Context: an optimization exercise on an open-source flow, tuned for small area, a short achievable clock period and few clock cycles. The choices shown serve that exercise and are no tape-out recipe.
In this exercise RTL edits were held to simulation tests only and were not proved equivalent to the original.
No activity file was given, so power comes from the tool's default toggle rates.

// MIPS_pipeline
module MIPS_pipeline (
    input clk, rst,
    output [31:0] imem_addr,
    input  [31:0] imem_rdata,
    output [31:0] dmem_addr,
    output [31:0] dmem_wdata,
    output dmem_rd_en,
    output dmem_wr_en,
    input  [31:0] dmem_rdata
);
    reg [31:0] pc, ras;
    reg        ras_v;                     
    reg [31:0] e_a, e_b, e_pc4;
    reg [15:0] e_imm;                      
    reg        e_rtop;                     
    reg        e_inv, e_slt, e_jal, e_lw, e_sw, e_we;
    reg        e_beq, e_bne, e_jr, e_pt, e_tok;   
    reg [4:0]  e_rd;
    reg [31:0] m_res, m_wdata;
    reg        m_lw, m_sw, m_we;
    reg [4:0]  m_rd;
    assign dmem_addr  = m_res;
    assign dmem_wdata = m_wdata;
    assign dmem_rd_en = m_lw;
    assign dmem_wr_en = m_sw;
    wire [31:0] m_wb = m_lw ? dmem_rdata : m_res;
    reg  [31:0] rf [1:31];
    wire [31:0] regs [0:31];
    assign regs[0] = 32'd0;
    genvar gi;
    generate
        for (gi = 1; gi < 32; gi = gi + 1) begin : g_rf
            always @(posedge clk)
                if (m_we && m_rd == gi) rf[gi] <= m_wb;
            assign regs[gi] = rf[gi];
        end
    endgenerate
    wire [31:0] x_a   = e_a;
    wire [31:0] e_simm = {{16{e_imm[15]}}, e_imm};
  ...
Size in the first run: roughly 4700 cells after synthesis, about 1300 flip-flops, ~160 I/O pins.
==> module MIPS_pipeline, before the edit <==
module MIPS_pipeline (
    input clk, rst,
    output [31:0] imem_addr,
    input  [31:0] imem_rdata,
    output [31:0] dmem_addr,
    output [31:0] dmem_wdata,
    output dmem_rd_en,
    output dmem_wr_en,
    input  [31:0] dmem_rdata
);
    reg [31:0] pc, ras;
    reg        ras_v;                     
    reg [31:0] e_a, e_b, e_pc4;
    reg [15:0] e_imm;                      
    reg        e_rtop;                     
    reg        e_inv, e_slt, e_jal, e_lw, e_sw, e_we;
    reg        e_beq, e_bne, e_jr, e_pt, e_tok;   
    reg [4:0]  e_rd;
    reg [31:0] m_res, m_wdata;
    reg        m_lw, m_sw, m_we;
    reg [4:0]  m_rd;
    assign dmem_addr  = m_res;
    assign dmem_wdata = m_wdata;
    assign dmem_rd_en = m_lw;
    assign dmem_wr_en = m_sw;
    wire [31:0] m_wb = m_lw ? dmem_rdata : m_res;
    reg  [31:0] rf [1:31];
    wire [31:0] regs [0:31];
    assign regs[0] = 32'd0;
    genvar gi;
    generate
        for (gi = 1; gi < 32; gi = gi + 1) begin : g_rf
            always @(posedge clk)
                if (m_we && m_rd == gi) rf[gi] <= m_wb;
            assign regs[gi] = rf[gi];
        end
    endgenerate
    wire [31:0] x_a   = e_a;
    wire [31:0] e_simm = {{16{e_imm[15]}}, e_imm};
    wire [31:0] x_op2 = e_rtop ? (e_b ^ {32{e_inv}}) : e_simm;
    wire [31:0] x_b   = e_b;
    wire [32:0] sum   = {1'b0, x_a} + {1'b0, x_op2} + {32'd0, e_inv};
    wire        lt    = ~sum[32];               
    wire [31:0] e_res = e_jal ? e_pc4 : e_slt ? {31'd0, lt} : sum[31:0];
    wire eq      = (x_a == x_b);
    wire taken   = e_beq ? eq : ~eq;            
    wire mis_br  = (e_beq | e_bne) & ((taken ^ e_pt) | (taken & ~e_tok));
    wire mis_jr  = e_jr & (x_a != pc);
    wire mis     = mis_br | mis_jr;
    wire [31:0] e_tgt    = e_pc4 + {e_simm[29:0], 2'b00};
    wire [31:0] redirect = e_jr ? x_a : (taken ? e_tgt : e_pc4);
    assign imem_addr = pc;
    wire [31:0] inst = imem_rdata;
    wire [5:0]  op = inst[31:26];
    wire [5:0]  fn = inst[5:0];
    wire [4:0]  rs = inst[25:21];
    wire [4:0]  rt = inst[20:16];
    wire [4:0]  rd = inst[15:11];
    wire [31:0] simm = {{16{inst[15]}}, inst[15:0]};
    wire is_r    = (op == 6'b000000);
    wire f_add   = is_r & (fn == 6'b100000);
    wire f_sub   = is_r & (fn == 6'b100010);
    wire f_sltr  = is_r & (fn == 6'b101010);
    wire f_jr    = is_r & (fn == 6'b001000);
    wire f_addi  = (op == 6'b001000);
    wire f_slti  = (op == 6'b001010);
    wire f_lw    = (op == 6'b100011);
    wire f_sw    = (op == 6'b101011);
    wire f_beq   = (op == 6'b000100);
    wire f_bne   = (op == 6'b000101);
    wire f_j     = (op == 6'b000010);
    wire f_jal   = (op == 6'b000011);
    wire f_br    = f_beq | f_bne;
    wire [4:0] dest = f_jal ? 5'd31 : (is_r ? rd : rt);
    wire f_we    = (f_add | f_sub | f_sltr | f_addi | f_slti | f_lw | f_jal) & (dest != 5'd0);
    wire use_imm = f_addi | f_slti | f_lw | f_sw;
    wire use_rt  = is_r | f_br | f_sw;
    wire fam = e_we & (e_rd == rs);
    wire ftm = e_we & (e_rd == rt);
    wire stall = e_lw & (fam | (ftm & use_rt));
    wire fa  = fam | (m_we & (m_rd == rs));
    wire fb  = ftm | (m_we & (m_rd == rt));
    wire [31:0] bp_a = fam ? e_res : m_wb;
    wire [31:0] bp_b = ftm ? e_res : m_wb;
    wire [31:0] rv_a = fa ? bp_a : regs[rs];
    wire [31:0] rv_b = fb ? bp_b : regs[rt];
    wire [31:0] pc4  = pc + 32'd4;
    wire [3:0]  pc8h = pc[31:28] + {3'd0, &pc[27:3]};
    wire [10:0] blo  = {1'b0, pc[11:2]} + {1'b0, inst[9:0]} + 11'd1;
    wire p_tok = (inst[15:10] == 6'b000000) ? ~blo[10] : (inst[15:10] == 6'b111111) ? blo[10] : 1'b0;
    wire p_pt  = f_br & (f_bne | inst[15]);      
    wire [31:0] pred = (f_jr & ras_v) ? ras :
                       (f_j | f_jal) ? {pc8h, inst[25:0], 2'b00} :
                       p_pt ? {pc[31:12], blo[9:0], pc[1:0]} : pc4;
    always @(posedge clk) begin
        e_a   <= rv_a;
        e_b   <= rv_b;
        e_imm <= f_slti ? ~inst[15:0] : inst[15:0];
        e_rtop <= ~use_imm;
        e_pc4 <= pc4;
        if (f_jal & ~stall) ras <= pc4;
        e_inv <= f_sub | f_sltr | f_slti;
        e_slt <= f_sltr | f_slti;
        e_jal <= f_jal; e_pt <= p_pt; e_tok <= p_tok;
        e_rd  <= dest;
        m_rd  <= e_rd;
        m_res   <= e_res;
        m_wdata <= x_b;
    end
    always @(posedge clk or posedge rst) begin
        if (rst) begin
            pc <= 32'd0;
            ras_v <= 1'b0;
            e_lw <= 1'b0; e_sw <= 1'b0; e_we <= 1'b0;
            e_beq <= 1'b0; e_bne <= 1'b0; e_jr <= 1'b0;
            m_lw <= 1'b0; m_sw <= 1'b0; m_we <= 1'b0;
        end else begin
            if (mis)         pc <= redirect;
            else if (!stall) pc <= pred;
            if (f_jal & ~stall) ras_v <= 1'b1;
            if (mis | stall) begin
                e_lw <= 1'b0; e_sw <= 1'b0; e_we <= 1'b0;
                e_beq <= 1'b0; e_bne <= 1'b0; e_jr <= 1'b0;
            end else begin
                e_lw <= f_lw; e_sw <= f_sw; e_we <= f_we;
                e_beq <= f_beq; e_bne <= f_bne; e_jr <= f_jr;
            end
            m_lw <= e_lw; m_sw <= e_sw; m_we <= e_we;
        end
    end
endmodule
Settings: LEC_CHECK=0, CAP_MARGIN=20, CORE_MARGIN=2, CORE_UTILIZATION=40, CTS_CLUSTER_DIAMETER=80, CTS_CLUSTER_SIZE=20, SETUP_SLACK_MARGIN=5, SLEW_MARGIN=20, TNS_END_PERCENT=0; clock period 9.5 ns.
standard.sh (not shown) runs the stock make flow with config.mk's settings and CLKGATE_MAP_FILE= SYNTH_SCRIPT=/design/flow/synth_recipe.tcl, a recipe that flattens the netlist after the stock synthesis.
==> flow/flow/run.sh <==
#!/bin/bash
set -euo pipefail
bash standard.sh "BUFFER_PORTS_ARGS=-buffer_cell sky130_fd_sc_hd__buf_4" "SETUP_SLACK_MARGIN=6.2" finish > flow_make.log 2>&1
Testbench counts at the start, summed over its fixed seeds: cycles 45,282.
Next try:
--- a/flow/design.v
+++ b/flow/design.v
@@ -10,5 +10,4 @@
 );
     reg [31:0] pc, ras;
-    reg        ras_v;                     
     reg [31:0] e_a, e_b, e_pc4;
     reg [15:0] e_imm;                      
@@ -90,5 +89,5 @@
     wire p_tok = (inst[15:10] == 6'b000000) ? ~blo[10] : (inst[15:10] == 6'b111111) ? blo[10] : 1'b0;
     wire p_pt  = f_br & (f_bne | inst[15]);      
-    wire [31:0] pred = (f_jr & ras_v) ? ras :
+    wire [31:0] pred = f_jr ? ras :
                        (f_j | f_jal) ? {pc8h, inst[25:0], 2'b00} :
                        p_pt ? {pc[31:12], blo[9:0], pc[1:0]} : pc4;
@@ -99,5 +98,4 @@
         e_rtop <= ~use_imm;
         e_pc4 <= pc4;
-        if (f_jal & ~stall) ras <= pc4;
         e_inv <= f_sub | f_sltr | f_slti;
         e_slt <= f_sltr | f_slti;
@@ -111,5 +109,5 @@
         if (rst) begin
             pc <= 32'd0;
-            ras_v <= 1'b0;
+            ras <= 32'd0;
             e_lw <= 1'b0; e_sw <= 1'b0; e_we <= 1'b0;
             e_beq <= 1'b0; e_bne <= 1'b0; e_jr <= 1'b0;
@@ -118,5 +116,5 @@
             if (mis)         pc <= redirect;
             else if (!stall) pc <= pred;
-            if (f_jal & ~stall) ras_v <= 1'b1;
+            if (f_jal & ~stall) ras <= pc4;
             if (mis | stall) begin
                 e_lw <= 1'b0; e_sw <= 1'b0; e_we <= 1'b0;
After rerunning:
- cell area decreases by 0.76%
- critical path depth does not change
- sequential share of layout area increases by 0.17 points
- global-route usage increases by 1.7 points
- clock power increases by about 5%
Testbench counts after the change, summed over its fixed seeds: cycles 45,282.

-- what the ideal ports hide --
How much do the figures lean on ideal ports? The routed layouts below were timed once more, with nothing changed but the port constraints. Step 1 assumes that a clkbuf_16 drives the clock port and a buf_2 every other input. Step 2 adds t to the input delays and takes it off the output delays; t is the mean of the earliest and latest rising clock arrival at the registers after step 1. Input paths then give back, and output paths get back, about the clock's delay inside the block. Slacks: ideal / step 1 / step 2; pairs: ideal / step 1.
| run | t, ns | setup WS [ns] | latest minus earliest clock arrival (ns) | worst data-port slew with drivers (ns) |
|---|---|---|---|---|
| the first run | 0.803 | 5.793 / 5.840 / 5.037 | 0.051 / 0.050 | 0.06 |
| the second run | 0.824 | 5.610 / 5.618 / 4.795 | 0.059 / 0.059 | 0.12 |
After both steps setup and hold are still met in every run listed. The setup slack of the second run, which loses most, moves by +0.008 ns with the drivers and by -0.815 ns with both steps.
